Background: an optimization exercise with open tools, aiming at small area. Do not read the settings as production practice. The RTL was checked by simulation tests, not by an equivalence proof against the original design. Power and IR drop assume default switching activity. The clock port is modelled as an ideal driver; clocking choices that lean on that would not hold on a real chip.

==> flow/design.v (excerpt) <==
module edge_detect (
    input         aclk,
    input         aresetn,
    input  [23:0] s_axis_tdata,
    input         s_axis_tvalid,
    output        s_axis_tready,
    input         s_axis_tuser,
    input         s_axis_tlast,
    output        m_axis_tvalid,
    output [23:0] m_axis_tdata,
    input         m_axis_tready,
    output        m_axis_tuser,
    output        m_axis_tlast,
    input  [31:0] threshold
);
export LEC_CHECK = 0
export CAP_MARGIN = 20
export CORE_MARGIN = 2
export CORE_UTILIZATION = 50
export CTS_CLUSTER_DIAMETER = 80
export CTS_CLUSTER_SIZE = 32
export PLACE_DENSITY = 0.6
export SLEW_MARGIN = 20
create_clock -name core_clock -period 6.0 [get_ports {aclk}]
standard.sh (not shown) runs the stock make flow with config.mk's settings and CLKGATE_MAP_FILE= SYNTH_SCRIPT=/design/flow/synth_recipe.tcl, a recipe that flattens the netlist after the stock synthesis.
==> flow/flow/run.sh <==
#!/bin/bash
# The standard layout (the standard.sh: ORFS synth .. finish), with one
# change: clock tree synthesis runs without dummy loads. Sink clusters of at
# most 32 flip-flops within 80 um, as in config.mk.
set -euo pipefail
export CTS_ARGS="-sink_clustering_enable -repair_clock_nets -sink_clustering_size 32 -sink_clustering_max_diameter 80 -dont_use_dummy_load"
bash standard.sh finish > standard_finish.log 2>&1
==> next run, changes <==
- GPL_TIMING_DRIVEN: not set -> 0
The new run ran to the end with violations: setup timing.
Final area barely changes.
Die area does not change.
Setup slack gets worse by 0.73 ns.


oak:
The RTL this note starts from:
==> flow/design.v <==
`timescale 1ns / 1ps
module ring_bank #(parameter L = 16, parameter RH = 120, parameter IB = 7) (
    input           clk,
    input  [7:0]    wdata,
    input  [IB-1:0] wr_idx,
    input           wr_hi,
    input  [IB-1:0] rd_idx,
    output [7:0]    mux_a,
    output [7:0]    mux_b
);
    wire [7:0] port_a [0:RH-1];
    wire [7:0] port_b [0:RH-1];
    genvar i;
    generate
        for (i = 0; i < RH; i = i + 1) begin : g_ring
            reg [8*L-1:0] ra, rb;
            wire we_a = !wr_hi && wr_idx == i;
            wire we_b =  wr_hi && wr_idx == i;
            always @(posedge clk) begin
                ra <= {we_a ? wdata : ra[7:0], ra[8*L-1:8]};
                rb <= {we_b ? wdata : rb[7:0], rb[8*L-1:8]};
            end
            assign port_a[i] = ra[7:0];
            assign port_b[i] = rb[7:0];
        end
    endgenerate
    assign mux_a = port_a[rd_idx];
    assign mux_b = port_b[rd_idx];
endmodule
`timescale 1ns / 1ps
module rgb2grey (
    input  [9:0] sum,
    output [7:0] grey
);
    assign grey = sum / 2'd3;
endmodule
`timescale 1ns / 1ps
module sobel (
    input         aclk,
    input         aresetn,
    input         v,
    input  [7:0]  p0,
    input  [7:0]  l1,
    input  [7:0]  l2,
    input         tuser,
    input         tlast,
    input  [31:0] threshold,
    output reg    m_axis_tvalid,
    output [23:0] m_axis_tdata,
    output reg    m_axis_tuser,
    output reg    m_axis_tlast
);
    reg       v1, u1, l1r, e_r;
    reg [7:0] a0, a1, a2;    
    reg [7:0] b0, b1, b2;    
    reg [7:0] c0, c1, c2;    
    always @(posedge aclk) begin
        if (!aresetn) begin
            a0 <= 0; a1 <= 0;
            b0 <= 0; b1 <= 0;
            c0 <= 0; c1 <= 0;
        end else if (v) begin
            a0 <= p0; a1 <= a0;
            b0 <= l1; b1 <= b0;
            c0 <= l2; c1 <= c0;
        end
        if (v) begin
            a2 <= a1; b2 <= b1; c2 <= c1;
        end
    end
    wire [9:0] hv0 = a0 + {a1, 1'b0} + a2;
    wire [9:0] hv1 = c0 + {c1, 1'b0} + c2;
    wire [9:0] hh0 = a0 + {b0, 1'b0} + c0;
    wire [9:0] hh1 = a2 + {b2, 1'b0} + c2;
    wire [9:0] t10 = threshold[9:0];
    wire big = |threshold[30:10];
    wire signed [10:0] dv = $signed({1'b0, hv0}) - $signed({1'b0, hv1});
    wire signed [10:0] dh = $signed({1'b0, hh0}) - $signed({1'b0, hh1});
    wire [9:0] xv = dv[9:0] ^ {10{dv[10]}};
    wire [9:0] xh = dh[9:0] ^ {10{dh[10]}};
    wire [10:0] cv = {1'b0, xv} + {1'b0, ~t10} + dv[10];
    wire [10:0] ch = {1'b0, xh} + {1'b0, ~t10} + dh[10];
    wire edge_v = cv[10];
    wire edge_h = ch[10];
    wire is_edge = threshold[31] | (~big & (edge_v | edge_h));
    always @(posedge aclk) begin
        v1 <= v; u1 <= tuser; l1r <= tlast;
        m_axis_tvalid <= v1;
        m_axis_tuser  <= u1;
        m_axis_tlast  <= l1r;
        e_r <= is_edge;
    end
    assign m_axis_tdata = {24{e_r}};
endmodule
`timescale 1ns / 1ps
module edge_detect (
    input         aclk,
    input         aresetn,
    input  [23:0] s_axis_tdata,
    input         s_axis_tvalid,
    output        s_axis_tready,
    input         s_axis_tuser,
    input         s_axis_tlast,
    output        m_axis_tvalid,
    output [23:0] m_axis_tdata,
    input         m_axis_tready,
    output        m_axis_tuser,
    output        m_axis_tlast,
    input  [31:0] threshold
);
    localparam LB = 5;                  
    localparam L  = 1 << LB;            
    localparam R  = 3840 / L;           
    localparam RH = R / 2;              
    localparam IB = 6;                  
    assign s_axis_tready = m_axis_tready;
    reg       v, u1, l1;
    reg [9:0] sum;
    always @(posedge aclk) begin
        v   <= s_axis_tvalid;
        u1  <= s_axis_tuser;
        l1  <= s_axis_tlast;
        sum <= s_axis_tdata[23:16] + s_axis_tdata[15:8] + s_axis_tdata[7:0];
    end
    wire [7:0] grey;
    rgb2grey u_grey (.sum(sum), .grey(grey));
    reg [LB-1:0] n_lo, ph;
    reg [IB-1:0] n_idx, rb_idx;
    reg          n_hi, rb_hi;
    reg          f1, f2;                
    wire          n_wrap  = v && (&n_lo);
    wire          n_top   = n_idx == RH - 1;
    wire [LB-1:0] n_lo_nx = n_lo + v;
    wire [IB-1:0] n_idx_nx = n_wrap ? (n_top ? {IB{1'b0}} : n_idx + 1'b1) : n_idx;
    wire          n_hi_nx = n_hi ^ (n_wrap && n_top);
    wire [LB-1:0] ph_nx   = ph + 1'b1;
    wire          cb_nx   = ph_nx < n_lo_nx;
    wire          b_top   = cb_nx && n_idx_nx == RH - 1;
    wire [IB-1:0] rb_idx_nx = b_top ? {IB{1'b0}} : n_idx_nx + cb_nx;
    wire          rb_hi_nx  = n_hi_nx ^ b_top;
    always @(posedge aclk) begin
        if (!aresetn) begin
            n_lo <= 0; n_idx <= 0; n_hi <= 1'b0;
            ph <= 0; rb_idx <= 0; rb_hi <= 1'b0;
            f1 <= 1'b0; f2 <= 1'b0;
        end else begin
            n_lo <= n_lo_nx; n_idx <= n_idx_nx; n_hi <= n_hi_nx;
            ph <= ph_nx; rb_idx <= rb_idx_nx; rb_hi <= rb_hi_nx;
            if (n_wrap && n_top) begin
                if (n_hi) f2 <= 1'b1; else f1 <= 1'b1;
            end
        end
    end
    wire [LB-1:0] dlt = ph - n_lo;      
    wire [IB-1:0] wr_idx = (rb_idx == 0) ? RH - 1 : rb_idx - 1'b1;
    wire          wr_hi  = (rb_idx == 0) ? ~rb_hi : rb_hi;
    reg [7:0] wbuf [0:L-1];
    genvar k;
    generate
        for (k = 0; k < L; k = k + 1) begin : g_wb
            always @(posedge aclk)
                if (v && n_lo == k) wbuf[k] <= grey;
        end
    endgenerate
    wire [7:0] wdata = wbuf[ph];
    wire [7:0] mux_a, mux_b;
    ring_bank #(.L(L), .RH(RH), .IB(IB)) u_bank (
        .clk(aclk), .wdata(wdata), .wr_idx(wr_idx), .wr_hi(wr_hi),
        .rd_idx(rb_idx), .mux_a(mux_a), .mux_b(mux_b));
    wire [7:0] port1 = rb_hi ? mux_a : mux_b;    
    wire [7:0] port2 = rb_hi ? mux_b : mux_a;    
    reg [7:0] pf1 [0:L-2];
    reg [7:0] pf2 [0:L-2];
    integer j;
    always @(posedge aclk) begin
        pf1[0] <= port1;
        pf2[0] <= port2;
        for (j = 1; j < L - 1; j = j + 1) begin
            pf1[j] <= pf1[j-1];
            pf2[j] <= pf2[j-1];
        end
    end
    wire [LB-1:0] dm1 = dlt - 1'b1;
    wire [7:0] line1 = (dlt == 0) ? port1 : pf1[dm1];
    wire [7:0] line2 = (dlt == 0) ? port2 : pf2[dm1];
    sobel u_sobel (
        .aclk(aclk), .aresetn(aresetn), .v(v),
        .p0(grey), .l1(f1 ? line1 : 8'd0), .l2(f2 ? line2 : 8'd0),
        .tuser(u1), .tlast(l1), .threshold(threshold),
        .m_axis_tvalid(m_axis_tvalid), .m_axis_tdata(m_axis_tdata),
        .m_axis_tuser(m_axis_tuser), .m_axis_tlast(m_axis_tlast));
endmodule
Settings: LEC_CHECK=0, CAP_MARGIN=20, CORE_MARGIN=2, CORE_UTILIZATION=50, CTS_CLUSTER_DIAMETER=70, CTS_CLUSTER_SIZE=30, PLACE_DENSITY=0.6, SLEW_MARGIN=20; clock period 6.0 ns.
run.sh (not shown) runs the stock make flow with config.mk's settings and CLKGATE_MAP_FILE= SYNTH_SCRIPT=/design/flow/synth_recipe.tcl, a recipe that flattens the netlist after the stock synthesis.
Stock flow here: none of the scripts above is used.
#### Input delta (pine over oak)
- swapping 0.6 for 0.72 in PLACE_DENSITY
- swapping 70 for 80 in CTS_CLUSTER_DIAMETER
- swapping 30 for 32 in CTS_CLUSTER_SIZE
==> flow/flow/run.sh (new file) <==
#!/bin/bash
# The standard layout (the standard.sh: ORFS synth .. finish), with one
# change: clock tree synthesis runs without dummy loads. Sink clusters of at
# most 32 flip-flops within 80 um, as in config.mk.
set -euo pipefail
export CTS_ARGS="-sink_clustering_enable -repair_clock_nets -sink_clustering_size 32 -sink_clustering_max_diameter 80 -dont_use_dummy_load"
bash standard.sh finish > standard_finish.log 2>&1
==> flow/standard.sh (new file) <==
#!/bin/bash
# synth_recipe.tcl (not shown) runs the flow's synth.tcl, then flattens the netlist and writes it again
# the make line also repeats each setting of config.mk as NAME=value (left out here)
make -C /OpenROAD-flow-scripts/flow DESIGN_CONFIG=/design/flow/config.mk WORK_HOME=/design/flow/orfs CLKGATE_MAP_FILE= SYNTH_SCRIPT=/design/flow/synth_recipe.tcl "${@:-finish}"
removed: flow/run.sh
### Flow results
- In pine the implementation completed, yet the final layout does not meet the checks, the culprit being negative setup slack.
- Final cell area: pine below oak
- pine against oak: simple-gate area share of the yosys netlist neither gained nor lost much; global-route usage picked up an extra 0.33 points; number of buffers inserted to repair setup after CTS lost 11.
- When pine is set beside oak, its clock skew turns out to be 0.055 ns larger.
- Looking at time the worst path needs with I/O delays and setup, pine sits above oak.
- On clock tree buffer count of the final layout, the higher figure sits with oak, not pine.
- Per the comparison of pine with oak, wire length of the first global-routing pass grew by about 3.2%; share of the core filled with cells shrank by 0.46 points; data required time at the worst endpoint shrank by 0.05 ns.
What birch does differently from pine at the input level:
- PLACE_DENSITY changed from 0.72 to 0.6
==> flow/flow/run.sh <==
#!/bin/bash
# The standard layout (the standard.sh: ORFS synth .. finish), with one
# change: clock tree synthesis runs without dummy loads. Sink clusters of at
# most 32 flip-flops within 80 um, as in config.mk; clock nets get
# non-default (wider-spaced) routing rules.
set -euo pipefail
export CTS_ARGS="-sink_clustering_enable -repair_clock_nets -sink_clustering_size 32 -sink_clustering_max_diameter 80 -dont_use_dummy_load -apply_ndr half"
bash standard.sh finish > standard_finish.log 2>&1
Findings:
birch finished every stage and its layout cleared the timing, design-rule and antenna checks.
Of pine and birch, birch shows the higher synthesis-to-layout area growth, with pine below it.
On area occupied by registers, birch tracks pine almost exactly.
Wire length ends up lower on birch.
Re hold slack: pine was lower than birch.
On cell area, pine and birch are basically level.
Diff pine..birch | number of enable flip-flop cells after synthesis | unchanged
Input changes introduced in maple (baseline for comparison: birch):
- swapping 0.6 for 0.68 in PLACE_DENSITY
- swapping 50 for 60 in CORE_UTILIZATION
==> flow/flow/run.sh <==
#!/bin/bash
# The standard layout (the standard.sh: ORFS synth .. finish), with one
# change: clock tree synthesis runs without dummy loads. Sink clusters of at
# most 32 flip-flops within 80 um, as in config.mk.
set -euo pipefail
export CTS_ARGS="-sink_clustering_enable -repair_clock_nets -sink_clustering_size 32 -sink_clustering_max_diameter 80 -dont_use_dummy_load"
bash standard.sh finish > standard_finish.log 2>&1
==> comparison <==
- maple ended up with rb_idx[3] as its start point of the critical path; birch ended up with u_sobel.a2[2].
- Compared birch against maple; routed wire length within noise.
- | utilization after layout | maple vs birch | 10 points higher |
- Compared with birch, reported clock group power in maple decreased slightly.
- maple -> stages 100% | layout checks FAIL | negative setup slack
- birch: full flow OK, the timing, design-rule and antenna checks passed
- Power per cell area delta (maple -> birch): insignificant

static timing again, ports no longer ideal:
The results above use ideal ports. As a check the final layouts listed here were re-extracted and re-timed, cells and wires unchanged.
Step 1 sets driving cells, clkbuf_16 on the clock port and buf_2 on the other inputs (assumed; they add their load-dependent delay and slew).
Step 2 moves the port delays by t, midway between the first and last clock arrival at a register: inputs arrive t later, outputs are due t later. That takes back most of the time a late clock gives input paths.
Three values: no drivers, after step 1, after step 2; two values: the first two.
run	t (ns)	setup WS [ns]	slew at the worst register clock pin (ns)	worst slew at a driven data input, ns	cell pins on the clock port's net
the first run of note 1	1.417	0.359 / 0.359 / 0.359	0.12 / 0.12	0.06	1
the second run of note 1	1.426	-0.370 / -0.370 / -0.370	0.12 / 0.12	0.09	1
oak	1.430	0.371 / 0.371 / 0.371	0.11 / 0.11	0.06	1
pine	1.421	-0.029 / -0.029 / -0.029	0.12 / 0.12	0.06	1
birch	1.417	0.359 / 0.359 / 0.359	0.12 / 0.12	0.06	1
maple	1.387	-0.012 / -0.012 / -0.012	0.12 / 0.12	0.06	1
